This is an optimization exercise on Yosys and OpenROAD, whose aim is a short achievable clock period and few clock cycles, not a production implementation.
In this exercise RTL edits were held to simulation tests only and were not proved equivalent to the original.
Power and IR drop assume default switching activity.

==> inputs of fjord <==
## vericlash_cpu
module vericlash_cpu (
    input  wire        clk,
    input  wire        rst,
    output wire [9:0]  imem_addr,
    input  wire [31:0] imem_rdata,
    output wire [9:0]  dmem_addr,
    output wire [31:0] dmem_wdata,
    output wire        dmem_we,
    input  wire [31:0] dmem_rdata,
    output wire        halted
);
    localparam OP_HLT = 4'h0, OP_MOV = 4'h1, OP_MVI = 4'h2, OP_LOD = 4'h3,
               OP_STR = 4'h4, OP_ADD = 4'h5, OP_SUB = 4'h6, OP_MUL = 4'h7,
               OP_AND = 4'h8, OP_ORR = 4'h9, OP_NOT = 4'ha, OP_LES = 4'hb,
               OP_GTR = 4'hc, OP_JEZ = 4'hd, OP_JNZ = 4'he, OP_JMP = 4'hf;
    localparam N1 = 338;
    reg  [9:0]   pc;             
    reg          hlt_seen;       
    reg          d_valid;
    reg  [31:0]  d_ir;
    reg  [9:0]   d_pcp1;
    reg          d_pred;         
    reg          e_valid;
    reg  [3:0]   e_op;
    reg  [3:0]   e_rd;
    reg          e_wr, e_late, e_mul, e_lod, e_str, e_hlt, e_br;
    reg  [15:0]  e_imm;
    reg  [9:0]   e_pcp1;
    reg  [31:0]  e_a, e_b, e_d;      
    reg  [31:0]  e_ma, e_mb;         
  ...
==> flow/config.mk <==
export PLATFORM = sky130hd
export DESIGN_NAME = vericlash_cpu
export DESIGN_NICKNAME = vericlash_cpu
export VERILOG_FILES = /design/flow/design.v
export SDC_FILE = /design/flow/constraint.sdc
export NUM_CORES = 4
export LEC_CHECK = 0
export ABC_CLOCK_PERIOD_IN_PS = 2500
export CAP_MARGIN = 20
export CORE_MARGIN = 2
export CORE_UTILIZATION = 55
export PLACE_DENSITY = 0.65
export SLEW_MARGIN = 20
==> flow/constraint.sdc <==
create_clock -name core_clock -period 12.0 [get_ports {clk}]
set_input_delay 2.4000 -clock core_clock [delete_from_list [all_inputs] [get_ports {clk}]]
set_output_delay 2.4000 -clock core_clock [all_outputs]
set_load 0.01 [all_outputs]
standard.sh (not shown) runs the stock make flow with config.mk's settings and CLKGATE_MAP_FILE= SYNTH_SCRIPT=/design/flow/synth_recipe.tcl, a recipe that flattens the netlist after the stock synthesis.
==> flow/flow/run.sh <==
#!/bin/bash
set -euo pipefail
cd "$(dirname "$0")/.."
MARGIN=${MARGIN:-9}
bash standard.sh synth > synth.log 2>&1
bash standard.sh SETUP_SLACK_MARGIN=$MARGIN finish > layout.log 2>&1
==> sierra: changes against fjord <==
--- a/flow/design.v
+++ b/flow/design.v
@@ -16,13 +16,12 @@
     localparam N1 = 338;
     reg  [9:0]   pc;             
     reg          hlt_seen;       
     reg          d_valid;
     reg  [31:0]  d_ir;
     reg  [9:0]   d_pcp1;
-    reg          d_pred;         
     reg          e_valid;
     reg  [3:0]   e_op;
     reg  [3:0]   e_rd;
     reg          e_wr, e_late, e_mul, e_lod, e_str, e_hlt, e_br;
     reg  [15:0]  e_imm;
     reg  [9:0]   e_pcp1;
@@ -94,29 +93,16 @@
     wire [31:0] d_b0 = b_hitM ? m_value : b_hitW ? w_value : rf_b;
     wire [31:0] d_d0 = x_hitM ? m_value : x_hitW ? w_value : rf_d;
     wire [31:0] d_a  = a_hitE ? result : d_a0;
     wire [31:0] d_b  = b_hitE ? result : d_b0;
     wire [31:0] d_d  = x_hitE ? result : d_d0;
     wire em_zero    = (em_res == 32'd0);
-    wire d_br_known = x_hitE ? e_fz_ok : x_hitM ? ~(m_lod | m_mul) : 1'b1;
-    wire d_zero     = x_hitE ? e_fz : x_hitM ? em_zero : x_hitW ? w_zero : zf[d_rd];
+    wire d_br_known = x_hitE ? e_fz_ok : x_hitM ? ~m_lod : x_hitW ? ~w_mul : 1'b1;
+    wire d_zero     = x_hitE ? e_fz : x_hitM ? em_zero : x_hitW ? mw_zero : zf[d_rd];
     wire d_taken    = (d_op == OP_JEZ) ? d_zero : ~d_zero;
-    reg d_fz, d_fz_ok;
-    always @(*) begin
-        d_fz_ok = d_valid & ~(d_uses_a & a_hitE) & ~(d_uses_b & b_hitE);
-        case (d_op)
-            OP_MOV: d_fz = (d_a0 == 32'd0);
-            OP_MVI: d_fz = (d_ir[15:0] == 16'd0);
-            OP_ADD: d_fz = ((d_a0 ^ d_b0) == {d_a0[30:0] | d_b0[30:0], 1'b0});
-            OP_SUB: d_fz = (d_a0 == d_b0);
-            OP_AND: d_fz = ((d_a0 & d_b0) == 32'd0);
-            OP_ORR: d_fz = ((d_a0 | d_b0) == 32'd0);
-            OP_NOT: d_fz = (d_a0 != 32'd0);
-            default: begin d_fz = 1'b0; d_fz_ok = 1'b0; end
-        endcase
-    end
+    wire d_pred     = (d_op == OP_JNZ);
     wire [31:0] a = e_a;
     wire [31:0] b = e_b;
     wire [31:0] d = e_d;
     wire [31:0] imm = {{16{e_imm[15]}}, e_imm};
     always @(*) begin
         case (e_op)
@@ -144,33 +130,23 @@
             OP_NOT: e_fz = (a != 32'd0);
             default: begin e_fz = 1'b0; e_fz_ok = 1'b0; end
         endcase
     end
     wire e_zero  = (d == 32'd0);
     wire e_taken = (e_op == OP_JEZ) ? e_zero : ~e_zero;
-    reg  e_pred;
+    wire e_pred  = (e_op == OP_JNZ);
     wire e_redirect = e_valid & e_br & (e_taken != e_pred);
     wire [9:0] e_target = e_taken ? e_imm[9:0] : e_pcp1;
     wire d_redirect = d_valid & d_br & d_br_known & (d_taken != d_pred) & ~e_redirect;
     wire [9:0] d_target = d_taken ? d_ir[9:0] : d_pcp1;
     wire [N1-1:0] mp1;
     mul_st1 u_mul1 (.a(e_ma), .b(e_mb), .o(mp1));
     wire [31:0] ms2, mc2;
     mul_st2 u_mul2 (.p(m_mp), .s(ms2), .c(mc2));
     wire d_hold = stall | (d_valid & d_hlt) | hlt_seen;
-    wire [3:0] f_op = imem_rdata[31:28];
-    wire [3:0] f_rd = imem_rdata[27:24];
-    wire f_pD = d_valid & d_wr & (d_rd == f_rd);
-    wire f_pE = e_valid & e_wr & (e_rd == f_rd);
-    wire f_pM = m_valid & m_wr & (m_rd == f_rd);
-    wire f_pW = w_we & (w_rd == f_rd);
-    wire f_known = f_pD ? d_fz_ok : f_pE ? e_fz_ok : f_pM ? ~(m_lod | m_mul) : 1'b1;
-    wire f_zero  = f_pD ? d_fz : f_pE ? e_fz : f_pM ? em_zero : f_pW ? w_zero : zf[f_rd];
-    wire f_jnz_t = f_known ? ~f_zero : 1'b1;
-    wire f_jez_t = f_known ? f_zero : 1'b0;
-    wire f_take  = (f_op == OP_JMP) | ((f_op == OP_JNZ) & f_jnz_t) | ((f_op == OP_JEZ) & f_jez_t);
+    wire f_take = imem_rdata[31] & imem_rdata[30] & imem_rdata[29];   
     wire [9:0] pc_p1 = pc + 10'd1;
     always @(posedge clk) begin
         if (rst)
             pc <= 10'd0;
         else if (e_redirect)
             pc <= e_target;
@@ -191,13 +167,12 @@
             if (d_valid & d_hlt & ~e_redirect)
                 hlt_seen <= 1'b1;
         end
         if (!stall) begin
             d_ir   <= imem_rdata;
             d_pcp1 <= pc_p1;
-            d_pred <= f_take;
         end
     end
     always @(posedge clk) begin
         if (rst)
             e_valid <= 1'b0;
         else
@@ -210,13 +185,12 @@
         e_lod  <= d_lod;
         e_str  <= (d_op == OP_STR);
         e_hlt  <= d_hlt;
         e_br   <= d_br & ~d_br_known;
         e_imm  <= d_ir[15:0];
         e_pcp1 <= d_pcp1;
-        e_pred <= d_pred;
         e_a    <= d_a;
         e_b    <= d_b;
         e_d    <= d_d;
         if (d_mul) begin
             e_ma <= d_a;
             e_mb <= d_b;
--- a/flow/config.mk
+++ b/flow/config.mk
@@ -6,8 +6,10 @@
 export NUM_CORES = 4
 export LEC_CHECK = 0
 export ABC_CLOCK_PERIOD_IN_PS = 2500
 export CAP_MARGIN = 20
 export CORE_MARGIN = 2
 export CORE_UTILIZATION = 55
-export PLACE_DENSITY = 0.65
+export CTS_CLUSTER_DIAMETER = 80
+export CTS_CLUSTER_SIZE = 30
+export PLACE_DENSITY = 0.7
 export SLEW_MARGIN = 20
==> flow_summary.yaml <==
cells_and_area:
  post-route-util_pct: 69.0
  inverters: 749
flow_run:
  max_cap_violations: 1
power_and_ir_drop:
  pwr-share-comb_pct: 33.4
run_status:
  so_faults: "max-capacitance violations, max-slew violations"
  status: "complete, but fails checks"
worst_setup_path:
  arrival_ns: 4.21
timing:
  slew_viol_final: 15
# the run above: sierra

==> flow_summary.yaml <==
cells_and_area:
  post-route-util_pct: 69.2
  inverters: 791
run_status:
  status: "finished clean"
worst_setup_path:
  arrival_ns: 6.15
  reg2regPathDepth: 25
  critPathKind: "reg2reg"
timing:
  slew_viol_final: 0
die:
  rows: 137
flow_run:
  max_cap_violations: 0
routing:
  top_layer: "met5"
  drt-met1-wl_mm: 115
power_and_ir_drop:
  pwr-share-comb_pct: 30.0
# the run above: fjord

Testbench counts of fjord, summed over its fixed seeds: cycles 17,906.
Testbench counts of sierra, summed over its fixed seeds: cycles 18,330.

-- static timing again, ports no longer ideal --
Ports are ideal in the flow. The routed layouts listed here were re-timed in OpenROAD.
Step 1 assumes that a clkbuf_16 drives the clock port and a buf_2 every other input.
Step 2 also shifts input and output timing later by t, the mid clock arrival at the registers, as if the neighbouring blocks saw the same clock.
Slacks: no drivers / after step 1 / after step 2; pairs: no drivers / after step 1.
run	t, ns	slack for setup (ns)	latest minus earliest clock arrival (ns)	worst register clock-pin slew, ns
fjord	0.869	6.514 / 6.514 / 5.719	0.049 / 0.049	0.08 / 0.08
sierra	0.790	8.245 / 8.245 / 7.813	0.065 / 0.064	0.12 / 0.12
The setup slack of fjord, which loses most, moves by 0.000 ns with the drivers and by -0.795 ns with both steps.
